Background: an optimization exercise with open tools, aiming at small area and a short achievable clock period. Do not read the settings as production practice.
RTL that was checked went through simulation tests only; none was proved equivalent to the original.
No functional check of the RTL was part of run 2.

## flow/design.v (module list and top-level ports; edited modules follow where they fit)
// module MAC: 1296 lines
// module FA: 6 lines
// module INV: 5 lines
// module AOI21: 5 lines
// module OAI21: 5 lines
// module NAND2: 5 lines
// module NOR2: 5 lines
// module XOR2: 5 lines
// module XNOR2: 5 lines
// module HA: 6 lines
module MAC(A,B,out,clk,reset);
  // ...
==> flow/flow/run.sh <==
#!/bin/bash
# The standard layout (standard.sh: standard synthesis and ORFS flow, SDC unchanged),
# with a hook after repair_design that sizes the port buffers and the operand inverters
# (hooks.tcl); knobs.sh holds the cell choices. make's output goes to make_flow.log, each
# ORFS step's log to orfs/logs/.
set -euo pipefail
HERE=$(cd "$(dirname "$0")" && pwd)
source "$HERE/knobs.sh"
export PORT_BUF_IN PORT_BUF_OUT OPND_INV DOWNSIZE HOOK_MARGIN SWAP_CELLS HOOK_SEQ
EXTRA=()
if [[ -n "${CTS_ARGS_K:-}" ]]; then EXTRA+=("CTS_ARGS=$CTS_ARGS_K"); fi
bash standard.sh BUFFER_PORTS_ARGS="-buffer_cell $PORT_BUF_IN" POST_RESIZE_TCL="$HERE/hooks.tcl" SETUP_SLACK_MARGIN=$MARGIN ${EXTRA[@]+"${EXTRA[@]}"} finish > make_flow.log 2>&1
==> flow/flow/hooks.tcl <==
# Sourced by ORFS after repair_design in the resize step (POST_RESIZE_TCL).
# Port buffers: inputs get $::env(PORT_BUF_IN), outputs $::env(PORT_BUF_OUT).
# Inverters fed by an input buffer (the operand inverters of the NOR partial
# products, each driving 16 gates) get $::env(OPND_INV).
set block [ord::get_db_block]
set n_in 0; set n_out 0; set n_inv 0
foreach bterm [$block getBTerms] {
  set net [$bterm getNet]
  if {$net eq "NULL"} continue
  set name [$bterm getName]
  if {$name eq "clk"} continue
  if {[$bterm getIoType] eq "INPUT"} {
    foreach it [$net getITerms] {
      set inst [$it getInst]
      set m [[$inst getMaster] getName]
      if {![string match "sky130_fd_sc_hd__*buf*" $m]} continue
      if {$m ne $::env(PORT_BUF_IN)} { replace_cell [get_cells [$inst getName]] [get_lib_cells $::env(PORT_BUF_IN)] }
      incr n_in
      foreach ot [$inst getITerms] {
        if {![$ot isOutputSignal]} continue
        set onet [$ot getNet]
        if {$onet eq "NULL"} continue
        foreach lt [$onet getITerms] {
          set li [$lt getInst]
          set lm [[$li getMaster] getName]
          if {[string match "sky130_fd_sc_hd__inv_*" $lm] && [$lt isInputSignal] && $::env(OPND_INV) ne ""} {
            replace_cell [get_cells [$li getName]] [get_lib_cells $::env(OPND_INV)]
            incr n_inv
          }
        }
      }
    }
  } else {
    foreach it [$net getITerms] {
      if {![$it isOutputSignal]} continue
      set inst [$it getInst]
      set m [[$inst getMaster] getName]
      if {![string match "sky130_fd_sc_hd__*buf*" $m]} continue
      if {$m ne $::env(PORT_BUF_OUT)} { replace_cell [get_cells [$inst getName]] [get_lib_cells $::env(PORT_BUF_OUT)] }
      incr n_out
    }
  }
}
puts "hooks: $n_in input buffers, $n_out output buffers, $n_inv operand inverters resized"

# Optional: every other cell to its drive-1 size (synthesis picks larger ones for speed),
# then repair_timing aiming at $::env(HOOK_MARGIN) ns of setup slack, so that only the
# cells on the paths that set the achieved period are sized up.
if {[info exists ::env(DOWNSIZE)] && $::env(DOWNSIZE)} {
  set n_down 0
  foreach inst [$block getInsts] {
    set m [[$inst getMaster] getName]
    if {[string match "*dfrtp*" $m] || [string match "*dfstp*" $m]} continue
    if {![regexp {^(sky130_fd_sc_hd__[a-z0-9]+)_([0-9]+)$} $m -> base sz]} continue
    if {$sz <= 1} continue
    set iname [$inst getName]
    if {[string match "input*" $iname] || [string match "output*" $iname]} continue
    if {[string match "sky130_fd_sc_hd__inv*" $m] && $::env(OPND_INV) eq $m} continue
    set lc [get_lib_cells -quiet ${base}_1]
    if {$lc eq ""} continue
    replace_cell [get_cells $iname] $lc
    incr n_down
  }
  puts "hooks: $n_down cells downsized"
}
if {[info exists ::env(HOOK_MARGIN)] && $::env(HOOK_MARGIN) > 0} {
  estimate_parasitics -placement
  puts "hooks: worst slack before [sta::worst_slack_cmd max]"
  set seq {}
  if {[info exists ::env(HOOK_SEQ)] && $::env(HOOK_SEQ) ne ""} { set seq [list -sequence $::env(HOOK_SEQ)] }
  repair_timing -setup -setup_margin $::env(HOOK_MARGIN) -match_cell_footprint {*}$seq -verbose
  puts "hooks: worst slack after [sta::worst_slack_cmd max]"
}

# Optional: given cell masters swapped wholesale (e.g. every fa_1 to fa_2), from SWAP_CELLS
# as "from1 to1 from2 to2 ...".
if {[info exists ::env(SWAP_CELLS)] && $::env(SWAP_CELLS) ne ""} {
  set n_sw 0
  foreach {from to} $::env(SWAP_CELLS) {
    set lc [get_lib_cells $to]
    foreach inst [$block getInsts] {
      if {[[$inst getMaster] getName] eq $from} {
        replace_cell [get_cells [$inst getName]] $lc
        incr n_sw
      }
    }
  }
  puts "hooks: $n_sw cells swapped"
}
==> flow/flow/knobs.sh <==
PORT_BUF_IN=sky130_fd_sc_hd__buf_1
PORT_BUF_OUT=sky130_fd_sc_hd__buf_2
OPND_INV=sky130_fd_sc_hd__inv_4
MARGIN=0
DOWNSIZE=0
HOOK_MARGIN=11.2
CTS_ARGS_K="-sink_clustering_enable -repair_clock_nets -dont_use_dummy_load -buf_list sky130_fd_sc_hd__clkbuf_8"
SWAP_CELLS=""
HOOK_SEQ="sizeup"
==> flow/standard.sh <==
#!/bin/bash
# synth_recipe.tcl (not shown) runs the flow's synth.tcl, then flattens the netlist and writes it again
# the make line also repeats each setting of config.mk as NAME=value (left out here)
make -C /OpenROAD-flow-scripts/flow DESIGN_CONFIG=/design/flow/config.mk WORK_HOME=/design/flow/orfs CLKGATE_MAP_FILE= SYNTH_SCRIPT=/design/flow/synth_recipe.tcl "${@:-finish}"
==> flow/config.mk <==
export PLATFORM = sky130hd
export DESIGN_NAME = MAC
export DESIGN_NICKNAME = MAC
export VERILOG_FILES = /design/flow/design.v
export SDC_FILE = /design/flow/constraint.sdc
export NUM_CORES = 4
export LEC_CHECK = 0
export CAP_MARGIN = 20
export CORE_MARGIN = 2
export CORE_UTILIZATION = 60
export PLACE_DENSITY = 0.8
export SLEW_MARGIN = 20
export SYNTH_HIERARCHICAL = 1
==> flow/constraint.sdc <==
create_clock -name core_clock -period 18.0 [get_ports {clk}]
set_input_delay 3.6000 -clock core_clock [delete_from_list [all_inputs] [get_ports {clk}]]
set_output_delay 3.6000 -clock core_clock [all_outputs]
set_load 0.01 [all_outputs]
==> results.sh, run 1 <==
export IMPL_syn_area_per_cell_sq_um=11.2
export IMPL_final_hold_viol_count=0
export IMPL_final_setup_skew_ns=0.0260
export IMPL_clk_pin_slew_ns=0.09
export IMPL_yosys_warnings=7
export IMPL_die_h_um=132
export IMPL_grtUsageMet1_pct=37.2
export IMPL_fmax_ghz=0.149
export IMPL_cp_top_family="compound AO/OA/AOI/OAI gates"
export IMPL_final_util_pct=61.3
export IMPL_die_area_sq_um=17500
export IMPL_r2r_setup_slack_ns=12.55
export IMPL_grt_pass1_vias=7176
export IMPL_clock_path_buffers=2
export IMPL_ff_latch_area_sq_um=1580
export IMPL_synth_compound_area_share_pct=5.31
export IMPL_status="finished clean"
export IMPL_clock_latency_ns=0.36
export IMPL_layout_commonest_cell="nor2_1"
export IMPL_stdcell_count=1078
export IMPL_grt_usage_pct=28.5
==> run 2: changes to the inputs <==
--- a/flow/design.v
+++ b/flow/design.v
@@ -504,23 +504,23 @@
   FA us189 (c68, s3, s69, s189, c190);
   wire s191, c192;
   FA us191 (s71, s73, s75, s191, c192);
   wire s193, c194;
   FA us193 (c70, c72, c74, s193, c194);
   wire s195, c196;
   FA us195 (s77, s79, s9, s195, c196);
   wire s197, c198;
-  FA us197 (s81, c76, s83, s197, c198);
+  FA us197 (c76, s81, s83, s197, c198);
   wire s199, c200;
   FA us199 (c78, c80, s17, s199, c200);
   wire s201, c202;
   FA us201 (s85, s87, c82, s201, c202);
   wire s203, c204;
-  FA us203 (c84, s89, s91, s203, c204);
+  FA us203 (s89, c84, s91, s203, c204);
   wire s205, c206;
   FA us205 (c86, c88, s25, s205, c206);
   wire s207, c208;
   FA us207 (s93, s95, c90, s207, c208);
   wire s209, c210;
   FA us209 (c92, s97, s99, s209, c210);
   wire s211, c212;
   FA us211 (c94, s101, s103, s211, c212);
@@ -528,17 +528,17 @@
   FA us213 (s33, c96, c98, s213, c214);
   wire s215, c216;
   FA us215 (c100, s105, s107, s215, c216);
   wire s217, c218;
   FA us217 (c102, c104, s109, s217, c218);
   wire s219, c220;
   FA us219 (s111, s37, c106, s219, c220);
   wire s221, c222;
-  FA us221 (c108, s113, s115, s221, c222);
+  FA us221 (s113, c108, s115, s221, c222);
   wire s223, c224;
   FA us223 (c110, c112, s117, s223, c224);
   wire s225, c226;
   FA us225 (s119, s121, s39, s225, c226);
   wire s227, c228;
   FA us227 (c114, c116, s123, s227, c228);
   wire s229, c230;
   FA us229 (c118, c120, c122, s229, c230);
@@ -602,23 +602,23 @@
   FA us287 (c158, c160, s163, s287, c288);
   wire s289, c290;
   FA us289 (s165, c162, s167, s289, c290);
   wire s291, c292;
   FA us291 (c164, c166, s169, s291, c292);
   wire s293, c294;
   FA us293 (s171, c168, s173, s293, c294);
   wire s295, c296;
-  FA us295 (c170, s175, c172, s295, c296);
+  FA us295 (c170, c172, s175, s295, c296);
   wire s297, c298;
   FA us297 (c174, s177, s179, s297, c298);
   wire s299, c300;
-  FA us299 (c176, c178, c180, s299, c300);
+  FA us299 (c176, c178, s181, s299, c300);
   wire s301, c302;
-  FA us301 (s181, s183, s185, s301, c302);
+  FA us301 (c180, s183, s185, s301, c302);
   wire s303, c304;
   FA us303 (c182, c184, c186, s303, c304);
   wire s305, c306;
   FA us305 (s187, s189, s191, s305, c306);
   wire s307, c308;
   FA us307 (c188, c190, s193, s307, c308);
   wire s309, c310;
   FA us309 (s195, c192, s197, s309, c310);
@@ -640,33 +640,33 @@
   FA us325 (s219, c216, s221, s325, c326);
   wire s327, c328;
   FA us327 (c218, s223, s225, s327, c328);
   wire s329, c330;
   FA us329 (c220, c222, s227, s329, c330);
   wire s331, c332;
   FA us331 (c224, c226, s229, s331, c332);
   wire s333, c334;
-  FA us333 (s231, c228, s233, s333, c334);
+  FA us333 (s231, s233, c228, s333, c334);
   wire s335, c336;
-  FA us335 (c230, c232, s235, s335, c336);
+  FA us335 (c230, s235, c232, s335, c336);
   wire s337, c338;
   FA us337 (s237, s239, c234, s337, c338);
   wire s339, c340;
   FA us339 (s241, c236, c238, s339, c340);
   wire s341, c342;
   FA us341 (c240, s243, s245, s341, c342);
   wire s343, c344;
   FA us343 (c242, s247, s249, s343, c344);
   wire s345, c346;
   FA us345 (c244, c246, s251, s345, c346);
   wire s347, c348;
   FA us347 (c248, c250, s253, s347, c348);
   wire s349, c350;
-  FA us349 (s255, c252, s257, s349, c350);
+  FA us349 (s255, s257, c252, s349, c350);
   wire s351, c352;
   FA us351 (pp_15_10, c254, c256, s351, c352);
   wire s353, c354;
   FA us353 (s259, s261, c258, s353, c354);
   wire s355, c356;
   FA us355 (pp_13_13, pp_14_12, pp_15_11, s355, c356);
   wire s357, c358;
   FA us357 (c260, c262, s263, s357, c358);
@@ -692,17 +692,17 @@
   FA us377 (c280, c282, s283, s377, c378);
   wire s379, c380;
   FA us379 (c284, s287, c286, s379, c380);
   wire s381, c382;
   FA us381 (c288, s291, c290, s381, c382);
   wire s383, c384;
   FA us383 (c292, s295, c294, s383, c384);
   wire s385, c386;
-  FA us385 (c296, c298, s299, s385, c386);
+  FA us385 (c296, s299, c298, s385, c386);
   wire s387, c388;
   FA us387 (c300, c302, s303, s387, c388);
   wire s389, c390;
   FA us389 (c304, s307, c306, s389, c390);
   wire s391, c392;
   FA us391 (c308, s311, c310, s391, c392);
   wire s393, c394;
   FA us393 (c312, s315, c314, s393, c394);
@@ -710,29 +710,29 @@
   FA us395 (c316, s319, c318, s395, c396);
   wire s397, c398;
   FA us397 (c320, s323, c322, s397, c398);
   wire s399, c400;
   FA us399 (s327, c324, c326, s399, c400);
   wire s401, c402;
   FA us401 (c328, s331, c330, s401, c402);
   wire s403, c404;
-  FA us403 (c332, s335, c334, s403, c404);
+  FA us403 (c332, s335, s337, s403, c404);
   wire s405, c406;
   FA us405 (c336, s339, s341, s405, c406);
   wire s407, c408;
   FA us407 (s343, c340, c342, s407, c408);
   wire s409, c410;
   FA us409 (c344, s347, c346, s409, c410);
   wire s411, c412;
-  FA us411 (c348, s351, c350, s411, c412);
+  FA us411 (c348, s351, s353, s411, c412);
   wire s413, c414;
   FA us413 (s355, c352, s357, s413, c414);
   wire s415, c416;
-  FA us415 (c356, s359, c358, s415, c416);
+  FA us415 (c356, s359, s361, s415, c416);
   wire s417, c418;
   FA us417 (pp_15_13, c360, s363, s417, c418);
   wire s419, c420;
   FA us419 (acc[29], pp_14_15, pp_15_14, s419, c420);
   wire s421, c422;
   HA us421 (acc[1], pp_0_1, s421, c422);
   wire s423, c424;
   FA us423 (pp_1_1, pp_2_0, s365, s423, c424);
@@ -754,43 +754,43 @@
   FA us439 (s293, c380, s381, s439, c440);
   wire s441, c442;
   FA us441 (s297, c382, s383, s441, c442);
   wire s443, c444;
   FA us443 (s301, c384, s385, s443, c444);
   wire s445, c446;
   FA us445 (s305, c386, s387, s445, c446);
   wire s447, c448;
-  FA us447 (c388, s309, s389, s447, c448);
+  FA us447 (s309, c388, s389, s447, c448);
   wire s449, c450;
   FA us449 (s313, c390, s391, s449, c450);
   wire s451, c452;
   FA us451 (s317, c392, s393, s451, c452);
   wire s453, c454;
   FA us453 (s321, c394, s395, s453, c454);
   wire s455, c456;
   FA us455 (s325, c396, s397, s455, c456);
   wire s457, c458;
   FA us457 (s329, c398, s399, s457, c458);
   wire s459, c460;
   FA us459 (s333, c400, s401, s459, c460);
   wire s461, c462;
-  FA us461 (s337, c402, s403, s461, c462);
+  FA us461 (c334, s403, c402, s461, c462);
   wire s463, c464;
   FA us463 (c338, s405, c404, s463, c464);
   wire s465, c466;
   FA us465 (s345, c406, s407, s465, c466);
   wire s467, c468;
   FA us467 (s349, c408, s409, s467, c468);
   wire s469, c470;
-  FA us469 (s353, c410, s411, s469, c470);
+  FA us469 (c350, s411, c410, s469, c470);
   wire s471, c472;
   FA us471 (c354, s413, c412, s471, c472);
   wire s473, c474;
-  FA us473 (s361, c414, s415, s473, c474);
+  FA us473 (c358, s415, c414, s473, c474);
   wire s475, c476;
   FA us475 (c362, s417, c416, s475, c476);
   wire s477, c478;
   FA us477 (c364, s419, c418, s477, c478);
   wire s479, c480;
   FA us479 (acc[30], pp_15_15, c420, s479, c480);
   wire s481, c482;
   HA us481 (acc[0], pp_0_0, s481, c482);
@@ -842,32 +842,32 @@
   assign nx[17] = c452;
   assign ny[17] = s453;
   assign nx[18] = c454;
   assign ny[18] = s455;
   assign nx[19] = c456;
   assign ny[19] = s457;
   assign nx[20] = c458;
   assign ny[20] = s459;
-  assign nx[21] = c460;
-  assign ny[21] = s461;
-  assign nx[22] = c462;
-  assign ny[22] = s463;
+  assign nx[21] = s461;
+  assign ny[21] = c460;
+  assign nx[22] = s463;
+  assign ny[22] = c462;
   assign nx[23] = s465;
   assign ny[23] = c464;
   assign nx[24] = c466;
   assign ny[24] = s467;
-  assign nx[25] = c468;
-  assign ny[25] = s469;
-  assign nx[26] = c470;
-  assign ny[26] = s471;
+  assign nx[25] = s469;
+  assign ny[25] = c468;
+  assign nx[26] = s471;
+  assign ny[26] = c470;
   assign nx[27] = s473;
   assign ny[27] = c472;
-  assign nx[28] = c474;
-  assign ny[28] = s475;
+  assign nx[28] = s475;
+  assign ny[28] = c474;
   assign nx[29] = s477;
   assign ny[29] = c476;
   assign nx[30] = s479;
   assign ny[30] = c478;
   assign nx[31] = acc[31];
   assign ny[31] = c480;
   assign nx[32] = acc[32];
   assign ny[32] = 1'b0;
@@ -1295,21 +1295,16 @@
   assign out[35] = ao211;
 endmodule
 module FA(a, b, c, s, co);
   input a, b, c;
   output s, co;
   assign s = a ^ b ^ c;
   assign co = (a & b) | (a & c) | (b & c);
 endmodule
-module INV(a, y);
-  input a;
-  output y;
-  assign y = ~a;
-endmodule
 module AOI21(a1, a2, b1, y);
   input a1, a2, b1;
   output y;
   assign y = ~((a1 & a2) | b1);
 endmodule
 module OAI21(a1, a2, b1, y);
   input a1, a2, b1;
   output y;
@@ -1330,14 +1325,19 @@
   output y;
   assign y = a ^ b;
 endmodule
 module XNOR2(a, b, y);
   input a, b;
   output y;
   assign y = ~(a ^ b);
 endmodule
+module INV(a, y);
+  input a;
+  output y;
+  assign y = ~a;
+endmodule
 module HA(a, b, s, co);
   input a, b;
   output s, co;
   assign s = a ^ b;
   assign co = a & b;
 endmodule
==> flow/flow/run.sh (replaced) <==
#!/bin/bash
# The standard layout (standard.sh: standard synthesis and ORFS flow, SDC unchanged),
# with a hook after repair_design that sizes the port buffers and the operand inverters
# (hooks.tcl); knobs.sh holds the cell choices. make's output goes to make_flow.log, each
# ORFS step's log to orfs/logs/.
set -euo pipefail
HERE=$(cd "$(dirname "$0")" && pwd)
source "$HERE/knobs.sh"
export PORT_BUF_IN PORT_BUF_OUT OPND_INV DOWNSIZE HOOK_MARGIN
EXTRA=()
if [[ -n "${CTS_ARGS_K:-}" ]]; then EXTRA+=("CTS_ARGS=$CTS_ARGS_K"); fi
bash standard.sh BUFFER_PORTS_ARGS="-buffer_cell $PORT_BUF_IN" POST_RESIZE_TCL="$HERE/hooks.tcl" SETUP_SLACK_MARGIN=$MARGIN ${EXTRA[@]+"${EXTRA[@]}"} finish > make_flow.log 2>&1
--- a/flow/flow/hooks.tcl
+++ b/flow/flow/hooks.tcl
@@ -61,29 +61,11 @@
     replace_cell [get_cells $iname] $lc
     incr n_down
   }
   puts "hooks: $n_down cells downsized"
 }
 if {[info exists ::env(HOOK_MARGIN)] && $::env(HOOK_MARGIN) > 0} {
   estimate_parasitics -placement
   puts "hooks: worst slack before [sta::worst_slack_cmd max]"
-  set seq {}
-  if {[info exists ::env(HOOK_SEQ)] && $::env(HOOK_SEQ) ne ""} { set seq [list -sequence $::env(HOOK_SEQ)] }
-  repair_timing -setup -setup_margin $::env(HOOK_MARGIN) -match_cell_footprint {*}$seq -verbose
+  repair_timing -setup -setup_margin $::env(HOOK_MARGIN) -match_cell_footprint -verbose
   puts "hooks: worst slack after [sta::worst_slack_cmd max]"
 }
-
-# Optional: given cell masters swapped wholesale (e.g. every fa_1 to fa_2), from SWAP_CELLS
-# as "from1 to1 from2 to2 ...".
-if {[info exists ::env(SWAP_CELLS)] && $::env(SWAP_CELLS) ne ""} {
-  set n_sw 0
-  foreach {from to} $::env(SWAP_CELLS) {
-    set lc [get_lib_cells $to]
-    foreach inst [$block getInsts] {
-      if {[[$inst getMaster] getName] eq $from} {
-        replace_cell [get_cells [$inst getName]] $lc
-        incr n_sw
-      }
-    }
-  }
-  puts "hooks: $n_sw cells swapped"
-}
==> flow/flow/knobs.sh (replaced) <==
PORT_BUF_IN=sky130_fd_sc_hd__buf_1
PORT_BUF_OUT=sky130_fd_sc_hd__buf_2
OPND_INV=sky130_fd_sc_hd__inv_4
MARGIN=0
DOWNSIZE=1
HOOK_MARGIN=0
CTS_ARGS_K="-sink_clustering_enable -repair_clock_nets -dont_use_dummy_load -buf_list sky130_fd_sc_hd__clkbuf_8"
==> results.sh, run 2 <==
export IMPL_status="finished clean"
export IMPL_routed_via_density=5.94
export IMPL_fmax_ghz=0.151
export IMPL_worstMarginPinSlew_ns=0.618
export IMPL_layout_commonest_cell="nor2_1"
export IMPL_setup_violations=0
export IMPL_final_hold_viol_count=0
export IMPL_crit_path_top_delay_cell="fa_1"
export IMPL_synth_seq_cells=63
export IMPL_die_area_sq_um=17500
export IMPL_cap_violations=0
export IMPL_path_max_fanout=16
export IMPL_worstHoldEndpoint="x[35]"
export IMPL_grt_usage_pct=28.2
export IMPL_yosys_warnings=7
export IMPL_reg2reg_depth=13
export IMPL_top_register="x"
export IMPL_largest_reg_flops=36
export IMPL_synth_top_cell_area_share_pct=46.6
export IMPL_drc=0
export IMPL_clock_path_buffers=2
export IMPL_max_slew_margin_rel_pct=58.5
export IMPL_endpoint_kind="flop"
export IMPL_drt_iter0_drc=577
export IMPL_top_regs="x: 36 flops, y: 26 flops, cr: 1 flops"
export IMPL_ctsHoldBuffers=0
export IMPL_layout_common_cells="nor2_1, fa_1, dfrtp_1"
export IMPL_grt_max_degree=64
export IMPL_path_class="primary input to flop"
export IMPL_dpl_hpwl_um=17800
export IMPL_r2r_setup_slack_ns=12.70
export IMPL_clk_pin_slew_ns=0.08
export IMPL_num_vias=6404
export IMPL_core_rowCount=46
export IMPL_final_util_pct=59.2
export IMPL_area_growth_pct=-4.18
export IMPL_io_buffers=69
export IMPL_wl_per_cell_um=21.6
export IMPL_diodes=0
export IMPL_antenna_found_initial=0
export IMPL_crit_buf_inv=2
export IMPL_syn_area_per_cell_sq_um=11.2
export IMPL_num_io_pins=70
export IMPL_cp_arrival_ns=6.87
export IMPL_postRouteAntennaNets=0
export IMPL_min_from="x[35]"
export IMPL_cts_root_buf="clkbuf_8"
export IMPL_r2r_end="y[18]"
export IMPL_synth_most_common_cell="nor2_1"
export IMPL_timing_final_crit_share_pct=36.9
export IMPL_synthTopCellsByArea="fa_1, dfrtp_1, nor2_1, ha_1, buf_6"
export IMPL_ys_async_sr_fraction_pct=100
export IMPL_maxSlewViolCount=0
export IMPL_cts_buffers=9
export IMPL_postCtsSetupBuffers=0
export IMPL_cpPeakStageDelay_ns=0.54
export IMPL_synth_seq_area_share_pct=16.0
export IMPL_numClockSinks=63
export IMPL_hold_depth=1
export IMPL_post_cts_resized=0
export IMPL_grt_setup_unrepaired="false"
export IMPL_synth_main_ff_cell="dfrtp_1"
export IMPL_syn_area_sq_um=9850
export IMPL_die_h_um=132
export IMPL_synth_cells_most_frequent="nor2_1, fa_1, dfrtp_1, buf_6, a21oi_2"
export IMPL_drive_gt1_share_pct=9.27
export IMPL_synth_cell_types=14
export IMPL_crit_required_ns=18.23
export IMPL_synth_edff_count=0
export IMPL_finalWirelength_um=23300
export IMPL_r2r_start="x[6]"
export IMPL_layout_nets=1171
export IMPL_die_w_um=132
export IMPL_cpMostUsedCell="fa_1"
export IMPL_clock_latency_ns=0.36
export IMPL_hold_class="flop to flop"
export IMPL_cts_max_level=3
export IMPL_grt_pass1_wl_um=37200
export IMPL_grt_overflow=0
export IMPL_setup_tns_final_ns=0
export IMPL_path_cells="buf_1 > inv_4 > nor2_1 > fa_1 > fa_1 > fa_1 > fa_1 > fa_1 > fa_1"
export IMPL_routabilityCongestion=0.877
export IMPL_dr_pass1_iters=5
export IMPL_synth_largest_area_cell="fa_1"
export IMPL_syn_inst=883
export IMPL_cts_tree="built"
export IMPL_grt_pass1_vias=6921
export IMPL_syn_num_nets=1189
export IMPL_cp_top_family="adder cells"
export IMPL_period_needed_ns=6.64
export IMPL_core_area_sq_um=15900
export IMPL_critPathLaunchType="primary input"
export IMPL_final_setup_skew_ns=0.0166
export IMPL_start_util_pct=61.8
==> run 2: cell count changes in the layout (fill, tap and decap cells not counted), sizes merged <==
cell	previous run	this run
inv	37	44
clkbuf	9	10
bufinv	7	0
==> run 2: stage by stage <==
step / hold WS [ns] / cell area [sq um] / cells / setup slack (ns)
2_1_floorplan: 0.435 / 9850 / 883 / 11.19
3_3_place_gp: 0.475 / 9380 / 1069 / 10.71
3_5_place_dp: 0.456 / 9280 / 1069 / 10.83
4_1_cts: 0.469 / 9400 / 1078 / 11.21
5_1_grt: 0.499 / 9430 / 1079 / 11.22
6_report: 0.458 / 9430 / 1079 / 11.36
==> run 2: worst reg2reg max path: stages (launching register included) <==
cell and delay, ns:
dfrtp_1 0.36, ha_1 0.33, nand2_1 0.12, o21ai_1 0.49, inv_1 0.09, o21ai_1 0.30, a21oi_1 0.13, xnor2_1 0.54
fa_1 0.53, fa_1 0.54, fa_1 0.44, fa_1 0.39, fa_1 0.51, fa_1 0.41
==> run 2: area by class of cell <==
type,count,area [sq um]
fill,1345,6510
sequential,63,1580
inverter,44,248
timing repair buffer,71,339
multi-input combinational,676,6880
clock buffer,9,124
tap,216,270
==> run 2: metal layers <==
| layer | up-vias | GRT usage (%) | wire (um) |
|---|---|---|---|
| met5 | - | 0 | 0 |
| met4 | 0 | 12.5 | 1040 |
| met3 | 97 | 6.65 | 2260 |
| met2 | 445 | 45.4 | 11200 |
| met1 | 3273 | 36.8 | 8750 |
| li1 | 2589 | - | - |
==> run 2: logic make-up after synthesis <==
family	Yosys count	synth area share, %
simple gates	304	12.1
xor+xnor	30	2.67
flops	63	16.0
fa+ha+maj	272	52.0
buf+inv	144	11.9
compound gates	70	5.31
==> run 2: per-module statistics from Yosys, one instance, submodules excluded, a selection <==
| module | cell area (sq um) | flops+latches |
|---|---|---|
| MAC | 3600 | 63 |
| FA | 20.0 | 0 |
| HA | 12.5 | 0 |
| XNOR2 | 8.76 | 0 |
| AOI21 | 8.76 | 0 |
| XOR2 | 8.76 | 0 |
| NOR2 | 3.75 | 0 |
==> run 2: worst max path at each step <==
stage / depth (start not counted) / startpoint / endpoint / slack [ns]
after floorplan: 10 / A[10] / y[17] / 11.19
after global placement: 9 / B[15] / y[16] / 10.71
after detailed placement: 3 / reset / x[0] / 10.83
after CTS: 3 / reset / x[0] / 11.21
after global routing: 10 / x[7] / out[29] / 11.22
final: 9 / A[0] / y[16] / 11.36

[what the ideal ports hide]
In the flow no input, the clock included, has a driving cell. The finished layouts below were timed again as built, in two steps. Step 1 assumes that a clkbuf_16 drives the clock port and a buf_2 every other input. Step 2 moves the port delays by t, midway between the first and last clock arrival at a register: inputs arrive t later, outputs are due t later. That takes back most of the time a late clock gives input paths. a / b / c = ideal ports / drivers / drivers and shift; a / b = the first two.
| run | t, ns | slack for setup (ns) | clock arrival spread, ns |
|---|---|---|---|
| run 1 | 0.393 | 11.295 / 11.254 / 11.063 | 0.026 / 0.026 |
| run 2 | 0.383 | 11.362 / 11.369 / 10.987 | 0.026 / 0.025 |
After both steps every run listed still meets setup and hold. The setup slack of run 2, which loses most, moves by +0.007 ns with the drivers and by -0.375 ns with both steps.
